This design comes from an exercise in tuning for small area on the open sky130 flow, not from production work. No activity file was given, so power comes from the tool's default toggle rates.

==> quartz <==
## ps2
module ps2(CLOCK_50, RESET, PS2_CLK, PS2_DAT, LCD_ON, LCD_BLON, LCD_EN,
	LCD_RS, LCD_DATA, LCD_RW, HEX0, HEX1, HEX4, HEX5, GPIO_1, LEDR, KEY);
input CLOCK_50, RESET, PS2_CLK, PS2_DAT;
input [1:0] KEY;
output wire [6:0] HEX0;
output wire [6:0] HEX1;
output wire [6:0] HEX4;
output wire [6:0] HEX5;
output [1:0] GPIO_1;
output [1:0] LEDR;
output LCD_ON;
output LCD_BLON;
output LCD_EN;
output LCD_RS;
output LCD_RW;
output [7:0] LCD_DATA;
reg [2:0] ps2ClkSync;
reg [1:0] ps2DatSync;
always @(posedge CLOCK_50) begin
	ps2ClkSync <= {ps2ClkSync[1:0], PS2_CLK};
	ps2DatSync <= {ps2DatSync[0], PS2_DAT};
end
wire ps2ClkRise = ps2ClkSync[1] & ~ps2ClkSync[2];
wire ps2Dat = ps2DatSync[1];
reg [22:0] porLfsr;
reg resetNeg;
always @(posedge CLOCK_50) begin
	if (RESET) begin
		porLfsr <= 23'd0;
		resetNeg <= 1'b0;
	end
	else begin
		porLfsr <= {~porLfsr[21:0], ~(porLfsr[22] ^ porLfsr[17])};
		resetNeg <= resetNeg | (porLfsr == 23'h35601F);
	end
end
reg [7:0] PS2Data;    
reg prevF0;           
reg [3:0] rxState;    
reg shiftOn;
reg writeData;
reg [6:0] ASCIIData;
wire shiftCode = (PS2Data == 8'h12) || (PS2Data == 8'h59);
wire isF0 = (PS2Data == 8'hF0);
wire brk = isF0 | prevF0;
wire [6:0] a;
asciirom rom(.sh(shiftOn), .code(PS2Data), .q(a));
always @(posedge CLOCK_50) begin
	if (RESET || !resetNeg) begin
		rxState <= 4'd0;
		shiftOn <= 1'b0;
		writeData <= 1'b0;
		PS2Data <= 8'd0;
		prevF0 <= 1'b0;
		ASCIIData <= 7'd0;
	end
	else if (ps2ClkRise) begin
		if (rxState == 4'd0) begin
			if (!ps2Dat) begin
				writeData <= 1'b0;
				rxState <= 4'd1;
			end
		end
		else if (rxState != 4'd9) begin
			PS2Data <= {ps2Dat, PS2Data[7:1]};
  ...
export LEC_CHECK = 0
export ABC_AREA = 1
export CAP_MARGIN = 20
export CORE_MARGIN = 2
export CORE_UTILIZATION = 40
export SLEW_MARGIN = 20
create_clock -name core_clock -period 20.0 [get_ports {CLOCK_50}]
run.sh (not shown) runs the stock make flow with config.mk's settings and CLKGATE_MAP_FILE= SYNTH_SCRIPT=/design/flow/synth_recipe.tcl, a recipe that flattens the netlist after the stock synthesis.
==> maple (differences from quartz) <==
--- a/flow/design.v
+++ b/flow/design.v
@@ -36,11 +36,10 @@
 reg prevWriteData;
 reg [7:0] data;
 reg rs;
 reg F;       
 wire run = mode[1] & ~RESET;
-wire [19:0] Cstep = {~C[18:0], ~(C[19] ^ C[16])};
 wire cEq1  = C[1] & C[3];
 wire cEq21 = ~C[0] & ~C[2];
 wire porEnd = (C == 20'hBFFFD);
 wire delayEnd = (C == 20'h3242B);
 assign LCD_EN = F & ~C[3] & (C[2] | ~C[0]);
@@ -71,40 +70,24 @@
 		3'd3: instData = 8'h06;
 		3'd4: instData = 8'h80;
 		default: instData = 8'h00;
 	endcase
 end
+wire cZero = RESET |
+	(mode == COUNT && porEnd) |
+	(mode[1] && ((state == 2'd0 && !load) || (state == 2'd2 && delayEnd) || state == 2'd3));
+wire cTwo = (mode == PEND2) | (mode[1] && state == 2'd1 && exit1);
+wire cForce = cZero | cTwo;
 always @(posedge CLOCK_50) begin
-	if (RESET) begin
+	C <= {~(C[18:0] | {19{cForce}}), ~cZero & (cTwo | ~(C[19] ^ C[16]))};
+	if (RESET)
 		mode <= COUNT;
-		C <= 20'd0;
-	end
 	else case (mode)
-		COUNT: begin
-			if (porEnd) begin
-				mode <= KEY0 ? PARK : PEND1;
-				C <= 20'd0;
-			end
-			else
-				C <= Cstep;
-		end
-		PEND2: begin
-			mode <= COUNT;
-			C <= 20'h00001;
-		end
-		default: begin
-			if (mode == PEND1)
-				mode <= PEND2;
-			else if (!KEY0)
-				mode <= PEND1;
-			case (state)
-				2'd0: C <= load ? Cstep : 20'd0;
-				2'd1: C <= exit1 ? 20'h00001 : Cstep;
-				2'd2: C <= delayEnd ? 20'd0 : Cstep;
-				2'd3: C <= 20'd0;
-			endcase
-		end
+		COUNT: if (porEnd) mode <= KEY0 ? PARK : PEND1;
+		PARK: if (!KEY0) mode <= PEND1;
+		PEND1: mode <= PEND2;
+		PEND2: mode <= COUNT;
 	endcase
 end
 always @(posedge CLOCK_50) begin
 	if (!run) begin
 		state <= 2'd0;
@@ -173,65 +156,60 @@
 end
 wire ps2ClkRise = ps2ClkSync[1] & ~ps2ClkSync[2];
 wire ps2Dat = ps2DatSync[1];
 reg [22:0] porLfsr;
 reg resetNeg;
-always @(posedge CLOCK_50) begin
-	if (RESET) begin
-		porLfsr <= 23'd0;
-		resetNeg <= 1'b0;
-	end
-	else begin
-		porLfsr <= {~porLfsr[21:0], ~(porLfsr[22] ^ porLfsr[17])};
-		resetNeg <= resetNeg | (porLfsr == 23'h35601F);
-	end
-end
 reg [7:0] PS2Data;    
-reg prevF0;           
-reg [3:0] rxState;    
 reg shiftOn;
 reg writeData;
 reg [6:0] ASCIIData;
+localparam [4:0] RXK = 5'h00;
+wire [4:0] rxBits = porLfsr[5:1] ^ RXK;
+wire prevF0 = rxBits[4];         
+wire [3:0] rxState = rxBits[3:0];  
 wire shiftCode = (PS2Data == 8'h12) || (PS2Data == 8'h59);
 wire isF0 = (PS2Data == 8'hF0);
 wire brk = isF0 | prevF0;
 wire [6:0] a;
 asciirom rom(.sh(shiftOn), .code(PS2Data), .q(a));
+wire idle = (rxState == 4'd0);
+wire last = (rxState == 4'd9);
+wire startBit = ps2ClkRise & idle & ~ps2Dat;
+wire shiftIn = ps2ClkRise & ~idle & ~last;
+wire proc = ps2ClkRise & last;
+wire key = proc & ~brk & ~shiftCode;
+wire [4:0] rxNext = {proc ? isF0 : prevF0,
+	proc ? 4'd0 : (startBit | shiftIn) ? rxState + 4'd1 : rxState};
+always @(posedge CLOCK_50) begin
+	if (RESET) begin
+		porLfsr <= 23'd0;
+		resetNeg <= 1'b0;
+	end
+	else begin
+		porLfsr <= {~porLfsr[21:5], resetNeg ? rxNext ^ RXK : ~porLfsr[4:0],
+			~(porLfsr[22] ^ porLfsr[17])};
+		resetNeg <= resetNeg | (porLfsr == 23'h35601F);
+	end
+end
 always @(posedge CLOCK_50) begin
 	if (RESET || !resetNeg) begin
-		rxState <= 4'd0;
 		shiftOn <= 1'b0;
 		writeData <= 1'b0;
 		PS2Data <= 8'd0;
-		prevF0 <= 1'b0;
 		ASCIIData <= 7'd0;
 	end
-	else if (ps2ClkRise) begin
-		if (rxState == 4'd0) begin
-			if (!ps2Dat) begin
-				writeData <= 1'b0;
-				rxState <= 4'd1;
-			end
-		end
-		else if (rxState != 4'd9) begin
+	else begin
+		if (shiftIn)
 			PS2Data <= {ps2Dat, PS2Data[7:1]};
-			rxState <= rxState + 4'd1;
-		end
-		else begin
-			prevF0 <= isF0;
-			rxState <= 4'd0;
-			if (brk) begin
-				if (shiftCode)
-					shiftOn <= 1'b0;
-			end
-			else if (shiftCode)
-				shiftOn <= 1'b1;
-			else begin
-				ASCIIData <= a;
-				writeData <= 1'b1;
-			end
-		end
+		if (proc & shiftCode)
+			shiftOn <= ~brk;
+		if (startBit)
+			writeData <= 1'b0;
+		else if (key)
+			writeData <= 1'b1;
+		if (key)
+			ASCIIData <= a;
 	end
 end
 assign GPIO_1[0] = PS2_DAT;
 assign GPIO_1[1] = PS2_CLK;
 assign LEDR[0] = shiftOn;
==> flow/flow/run.sh (new file) <==
#!/bin/bash
# Standard layout, with plain buf_1 cells as the port buffers.
set -euo pipefail
export BUFFER_PORTS_ARGS="-buffer_cell sky130_fd_sc_hd__buf_1"
bash standard.sh finish > layout.log 2>&1
==> flow/standard.sh (new file) <==
#!/bin/bash
# synth_recipe.tcl (not shown) runs the flow's synth.tcl, then flattens the netlist and writes it again
# the make line also repeats each setting of config.mk as NAME=value (left out here)
make -C /OpenROAD-flow-scripts/flow DESIGN_CONFIG=/design/flow/config.mk WORK_HOME=/design/flow/orfs CLKGATE_MAP_FILE= SYNTH_SCRIPT=/design/flow/synth_recipe.tcl "${@:-finish}"
--- a/flow/config.mk
+++ b/flow/config.mk
@@ -6,7 +6,8 @@
 export NUM_CORES = 4
 export LEC_CHECK = 0
 export ABC_AREA = 1
 export CAP_MARGIN = 20
 export CORE_MARGIN = 2
-export CORE_UTILIZATION = 40
+export CORE_UTILIZATION = 60
+export CTS_BUF_LIST = sky130_fd_sc_hd__clkbuf_8
 export SLEW_MARGIN = 20
removed: flow/run.sh
==> run notes <==
- The sequential cell area fraction in the yosys report is 34.9%.
- The library cells used most frequently in the layout, excluding fill and tap cells, are sky130_fd_sc_hd__nor2_1 (130), sky130_fd_sc_hd__inv_1 (107), sky130_fd_sc_hd__nand2_1 (106).
- In the finished design, the share of the clock period the worst path needs comes to 41.3%.
- The most frequent standard cell in the layout excluding fill and tap cells is sky130_fd_sc_hd__nor2_1.
- The core utilization of the finished layout is 67.1%.
- The run finished with no timing, DRC or antenna violations.
- Per report_power, the clock group accounts for 40.7% of the total.
- The sequential share of cell area is 32.3%.
- The width of the chip is 96.2 µm.
(the above is from maple)
==> run notes <==
- The sequential share of cell area is 30.5%.
- The clock group share of total power is 45.8%.
- The sequential cell area fraction in the yosys report is 35.4%.
- Leaving out fill and tap cells, the most frequent cell in the layout is sky130_fd_sc_hd__nand2_1.
- The run finished with no timing, DRC or antenna violations.
(the above is from quartz)
No functional check of the RTL was part of any run of this note.

-- static timing again, ports no longer ideal --
The results above use ideal ports. As a check the final layouts listed here were re-extracted and re-timed, cells and wires unchanged. Step 1 sets driving cells, clkbuf_16 on the clock port and buf_2 on the other inputs (assumed; they add their load-dependent delay and slew). Step 2, shift: input delay + t, output delay - t, t = (earliest + latest rising clock arrival at the registers) / 2. This alone moves slack from input paths to output paths. Three values: no drivers, after step 1, after step 2; two values: the first two.
run	t (ns)	setup slack, ns	worst hold slack (ns)	worst setup path at the end	worst data-port slew with drivers (ns)
quartz	0.364	10.991 / 10.967 / 10.967	0.328 / 0.328 / 0.328	input to output	0.03
maple	0.386	11.743 / 11.720 / 11.720	0.333 / 0.333 / 0.333	input to output	0.03
After both steps every run listed still meets setup and hold. The setup slack of quartz, which loses most, moves by -0.024 ns with the drivers and by -0.024 ns with both steps.
